Source: an optimization exercise on an open RTL-to-GDS flow (aim: small area, a short achievable clock period and few clock cycles). Production flows keep margins and buffers that such runs may drop. The RTL was checked by simulation tests, not by an equivalence proof against the original design. Power is estimated from default activity; no workload was simulated.

==> flow/design.v <==
module cpu(clk, reset, in, out, mem_addr, mem_cmd, halt);
  input clk, reset;
  input [15:0] in;
  output [15:0] out;
  output [8:0] mem_addr;
  output [1:0] mem_cmd;
  output halt;
  reg [15:0] R0, R1, R2, R3, R4, R5, R6, R7;
  reg [12:0] ir;        
  reg        ir_v;      
  reg        rn;        
  reg        hs;        
  reg        mi, md;    
  reg        r_ld, r_eq, r_ne, r_lt, r_le;   
  reg [8:0]  mar;       
  reg        hz;        
  reg        infl;      
  reg [8:0]  pcf;       
  reg        go;        
  reg        ldwb;      
  reg [2:0]  ld_rd;
  reg        halted;
  reg        fz, flt;   
  reg c_mov, c_movi, c_bl, c_bx, c_ldr, c_str, c_hlt, c_add, c_cmp, c_and, c_mvn;
  reg c_wr;             
  reg [2:0] wa_r;
  reg j_al, j_eq, j_ne, j_lt, j_le;    
  reg [7:0] asel, bsel;                
  function [15:0] rsel(input [2:0] s, input [15:0] a0, a1, a2, a3, a4, a5, a6, a7);
    case (s)
      3'd0: rsel = a0; 3'd1: rsel = a1; 3'd2: rsel = a2; 3'd3: rsel = a3;
      3'd4: rsel = a4; 3'd5: rsel = a5; 3'd6: rsel = a6; default: rsel = a7;
    endcase
  endfunction
  function [15:0] hsel(input [7:0] s, input [15:0] a0, a1, a2, a3, a4, a5, a6, a7);
    hsel = ({16{s[0]}} & a0) | ({16{s[1]}} & a1) | ({16{s[2]}} & a2) | ({16{s[3]}} & a3) |
           ({16{s[4]}} & a4) | ({16{s[5]}} & a5) | ({16{s[6]}} & a6) | ({16{s[7]}} & a7);
  endfunction
  function [7:0] dec8(input [2:0] n);
    dec8 = 8'b1 << n;
  endfunction
  wire [8:0] pce = pcf - {8'b0, infl};
  wire run  = rn;                               
  wire hzst = hs;                               
  wire [8:0] mar_e = {mar[8:5] + {md, md, md, mi | md}, mar[4:0]};
  wire [15:0] ra = hsel(asel, R0, R1, R2, R3, R4, R5, R6, R7);
  wire [15:0] rb = hsel(bsel, R0, R1, R2, R3, R4, R5, R6, R7);
  reg [15:0] sb;
  always @* begin
    case (ir[4:3])
      2'b00: sb = rb;
      2'b01: sb = {rb[14:0], 1'b0};
      2'b10: sb = {1'b0, rb[15:1]};
      default: sb = {rb[15], rb[15:1]};
    endcase
  end
  wire        sub = c_cmp;
  wire [15:0] sum = ra + (sub ? ~sb : sb) + {15'b0, sub};
  reg  [15:0] other;    
  always @* begin
    if (ldwb) other = in;
    else if (c_movi) other = {{8{ir[7]}}, ir[7:0]};
    else if (c_bl) other = {8'b0, pce[7:0]};
    else if (c_mov) other = sb;
    else if (c_and) other = ra & sb;
    else other = ~sb;
  end
  wire [15:0] wd = (c_add & ~ldwb) ? sum : other;
  wire redirect = run & (j_al | (j_eq & fz) | (j_ne & ~fz) | (j_lt & flt) | (j_le & (flt | fz)));
  wire msel = r_ld | (r_eq & fz) | (r_ne & ~fz) | (r_lt & flt) | (r_le & (flt | fz));
  wire dmem  = run & (c_ldr | c_str);
  wire fetch = go & ~halted & ~dmem & ~(run & c_hlt);
  assign mem_addr = msel ? mar_e : (hzst ? pce : pcf);
  assign mem_cmd  = {fetch | (run & c_ldr), run & c_str};
  assign out      = rb;
  assign halt     = halted | (run & c_hlt);
  wire sthit = run & c_str & infl & (mar_e == pce);
  wire        we = ldwb ? go : (run & c_wr);
  wire [2:0]  wa = ldwb ? ld_rd : wa_r;
  always @(posedge clk) begin
    if (we & (wa == 3'd0)) R0 <= wd;
    if (we & (wa == 3'd1)) R1 <= wd;
    if (we & (wa == 3'd2)) R2 <= wd;
    if (we & (wa == 3'd3)) R3 <= wd;
    if (we & (wa == 3'd4)) R4 <= wd;
    if (we & (wa == 3'd5)) R5 <= wd;
    if (we & (wa == 3'd6)) R6 <= wd;
    if (we & (wa == 3'd7)) R7 <= wd;
  end
  wire [2:0] iop  = in[15:13];
  wire       d_mov = iop == 3'b110;
  wire       d_alu = iop == 3'b101;
  wire       d_ldr = iop == 3'b011;
  wire       d_str = iop == 3'b100;
  wire       d_b   = iop == 3'b001;
  wire       d_bl  = (iop == 3'b010) & in[12];
  wire       d_bx  = (iop == 3'b010) & ~in[12];
  wire [15:0] d_rv = rsel(in[10:8], R0, R1, R2, R3, R4, R5, R6, R7);
  wire [5:0] d_lo  = {1'b0, d_rv[4:0]} + {1'b0, in[4:0]};
  wire       d_jmp = d_b | d_bl;
  wire       d_j   = d_b & (in[7:0] != 8'd0);
  wire       d_jal = (d_j & (in[10:8] == 3'b000)) | (d_bl & (in[7:0] != 8'd0)) | d_bx;
  wire       d_jeq = d_j & (in[10:8] == 3'b001);
  wire       d_jne = d_j & (in[10:8] == 3'b010);
  wire       d_jlt = d_j & (in[10:8] == 3'b011);
  wire       d_jle = d_j & (in[10:8] == 3'b100);
  wire [8:0] d_mar = d_jmp ? pcf + {in[7], in[7:0]} : {d_rv[8:5], d_lo[4:0]};
  wire       d_mi  = ~d_jmp & d_lo[5] & ~in[4];
  wire       d_md  = ~d_jmp & ~d_lo[5] & in[4];
  wire       d_hz  = ((d_ldr | d_str) & (rn | hs) & (c_wr | c_ldr) & (wa_r == in[10:8])) | d_bx;
  wire [2:0] d_rb  = (d_str | (iop == 3'b010)) ? in[7:5] : in[2:0];
  wire [8:0] e_mar = c_bx ? rb[8:0] : ra[8:0] + {{4{ir[4]}}, ir[4:0]};
  wire ir_ld = ~(ir_v & (ldwb | hzst));
  reg  ir_v_n, ldwb_n, halted_n;
  wire xv_n = go & ir_v_n & ~ldwb_n & ~halted_n;
  wire hz_n   = ir_ld ? d_hz : (hzst ? 1'b0 : hz);
  wire ldst_n = ir_ld ? (d_ldr | d_str) : (c_ldr | c_str);
  wire jal_n  = ir_ld ? d_jal : j_al;
  wire jeq_n  = ir_ld ? d_jeq : j_eq;
  wire jne_n  = ir_ld ? d_jne : j_ne;
  wire jlt_n  = ir_ld ? d_jlt : j_lt;
  wire jle_n  = ir_ld ? d_jle : j_le;
  always @* begin
    ir_v_n = ir_v; ldwb_n = 1'b0; halted_n = halted;
    if (go) begin
      if (ir_ld) ir_v_n = infl & ~redirect & ~sthit;
      ldwb_n = run & c_ldr;
      if (run & c_hlt) halted_n = 1'b1;
    end
  end
  always @(posedge clk) begin
    if (reset) begin
      go <= 1'b0; ir_v <= 1'b0; infl <= 1'b0; ldwb <= 1'b0; halted <= 1'b0;
      rn <= 1'b0; hs <= 1'b0; r_ld <= 1'b0; r_eq <= 1'b0; r_ne <= 1'b0; r_lt <= 1'b0; r_le <= 1'b0;
      pcf <= 9'd0;
    end else begin
      go <= 1'b1;
      ir_v <= ir_v_n; ldwb <= ldwb_n; halted <= halted_n;
      rn <= xv_n & ~hz_n;
      hs <= xv_n & hz_n;
      r_ld <= xv_n & ~hz_n & (ldst_n | jal_n);
      r_eq <= xv_n & ~hz_n & jeq_n;
      r_ne <= xv_n & ~hz_n & jne_n;
      r_lt <= xv_n & ~hz_n & jlt_n;
      r_le <= xv_n & ~hz_n & jle_n;
      if (go) begin
        infl <= fetch;
        if (fetch) pcf <= mem_addr + 9'd1;
        else if (sthit) pcf <= pce;
      end
    end
  end
  always @(posedge clk) begin
    if (ir_ld) begin
      ir    <= in[12:0];
      mar   <= d_mar;
      mi    <= d_mi;
      md    <= d_md;
      hz    <= d_hz;
      c_mov <= d_mov & ~in[12];
      c_movi <= d_mov & in[12];
      c_bl  <= d_bl;
      c_bx  <= d_bx;
      c_ldr <= d_ldr;
      c_str <= d_str;
      c_hlt <= iop == 3'b111;
      c_add <= d_alu & (in[12:11] == 2'b00);
      c_cmp <= d_alu & (in[12:11] == 2'b01);
      c_and <= d_alu & (in[12:11] == 2'b10);
      c_mvn <= d_alu & (in[12:11] == 2'b11);
      c_wr  <= d_mov | (d_alu & (in[12:11] != 2'b01)) | d_bl;
      wa_r  <= d_bl ? 3'd7 : (d_mov & in[12]) ? in[10:8] : in[7:5];
      j_al  <= d_jal;
      j_eq  <= d_jeq;
      j_ne  <= d_jne;
      j_lt  <= d_jlt;
      j_le  <= d_jle;
      asel  <= dec8(in[10:8]);
      bsel  <= dec8(d_rb);
    end else if (hzst) begin
      mar <= e_mar;
      mi  <= 1'b0;
      md  <= 1'b0;
      hz  <= 1'b0;
    end
    if (run & c_ldr) ld_rd <= wa_r;
    if (run & c_cmp) begin
      fz  <= (ra == sb);
      flt <= (ra[15] ^ sb[15]) ? ra[15] : sum[15];
    end
  end
endmodule
clock: 10.0 ns
lec_check: 0
cap_margin: 20
core_margin: 2
core_utilization: 62
cts_buf_list: sky130_fd_sc_hd__clkbuf_8
slew_margin: 20
standard.sh (not shown) runs the stock make flow with config.mk's settings and CLKGATE_MAP_FILE= SYNTH_SCRIPT=/design/flow/synth_recipe.tcl, a recipe that flattens the netlist after the stock synthesis.
==> flow/flow/run.sh <==
#!/bin/bash
set -euo pipefail
bash standard.sh SETUP_SLACK_MARGIN=5.6 "BUFFER_PORTS_ARGS=-buffer_cell sky130_fd_sc_hd__buf_4" finish > standard_flow.log 2>&1
Testbench counts at the start, summed over its fixed seeds: cycles 34,686.
Change:
- CORE_UTILIZATION: 62 -> 55
- TNS_END_PERCENT: default -> 0
After rerunning: Clock power is lower by about a fifth; wire length is higher by a few percent; fmax is lower slightly; critical path depth is lower by 5; via count is lower slightly; cell count is higher slightly; synthesized area is unchanged; power is lower by a few percent.

[separate check: timing with driven ports]
The results above use ideal ports. As a check the final layouts listed here were re-extracted and re-timed, cells and wires unchanged.
Step 1 (the two cells are an assumption about what drives the block):
set clk [get_ports {clk}]
set_driving_cell -lib_cell sky130_fd_sc_hd__clkbuf_16 $clk
set_driving_cell -lib_cell sky130_fd_sc_hd__buf_2 [delete_from_list [all_inputs] $clk]
Step 2 adds t to the input delays and takes it off the output delays; t is the mean of the earliest and latest rising clock arrival at the registers after step 1. Input paths then give back, and output paths get back, about the clock's delay inside the block.
Three values: ideal, step 1, step 2; two values: the first two.
| run | t, ns | setup WS [ns] | worst setup path after step 2 | worst register clock-pin slew, ns | pins driven straight from the clock port |
|---|---|---|---|---|---|
| the first run | 0.605 | 5.578 / 5.531 / 5.201 | input to register | 0.07 / 0.07 | 1 |
| the second run | 0.590 | 5.559 / 5.512 / 5.225 | input to register | 0.07 / 0.07 | 1 |
After both steps every run listed still meets setup and hold. The setup slack of the first run, which loses most, moves by -0.047 ns with the drivers and by -0.377 ns with both steps.
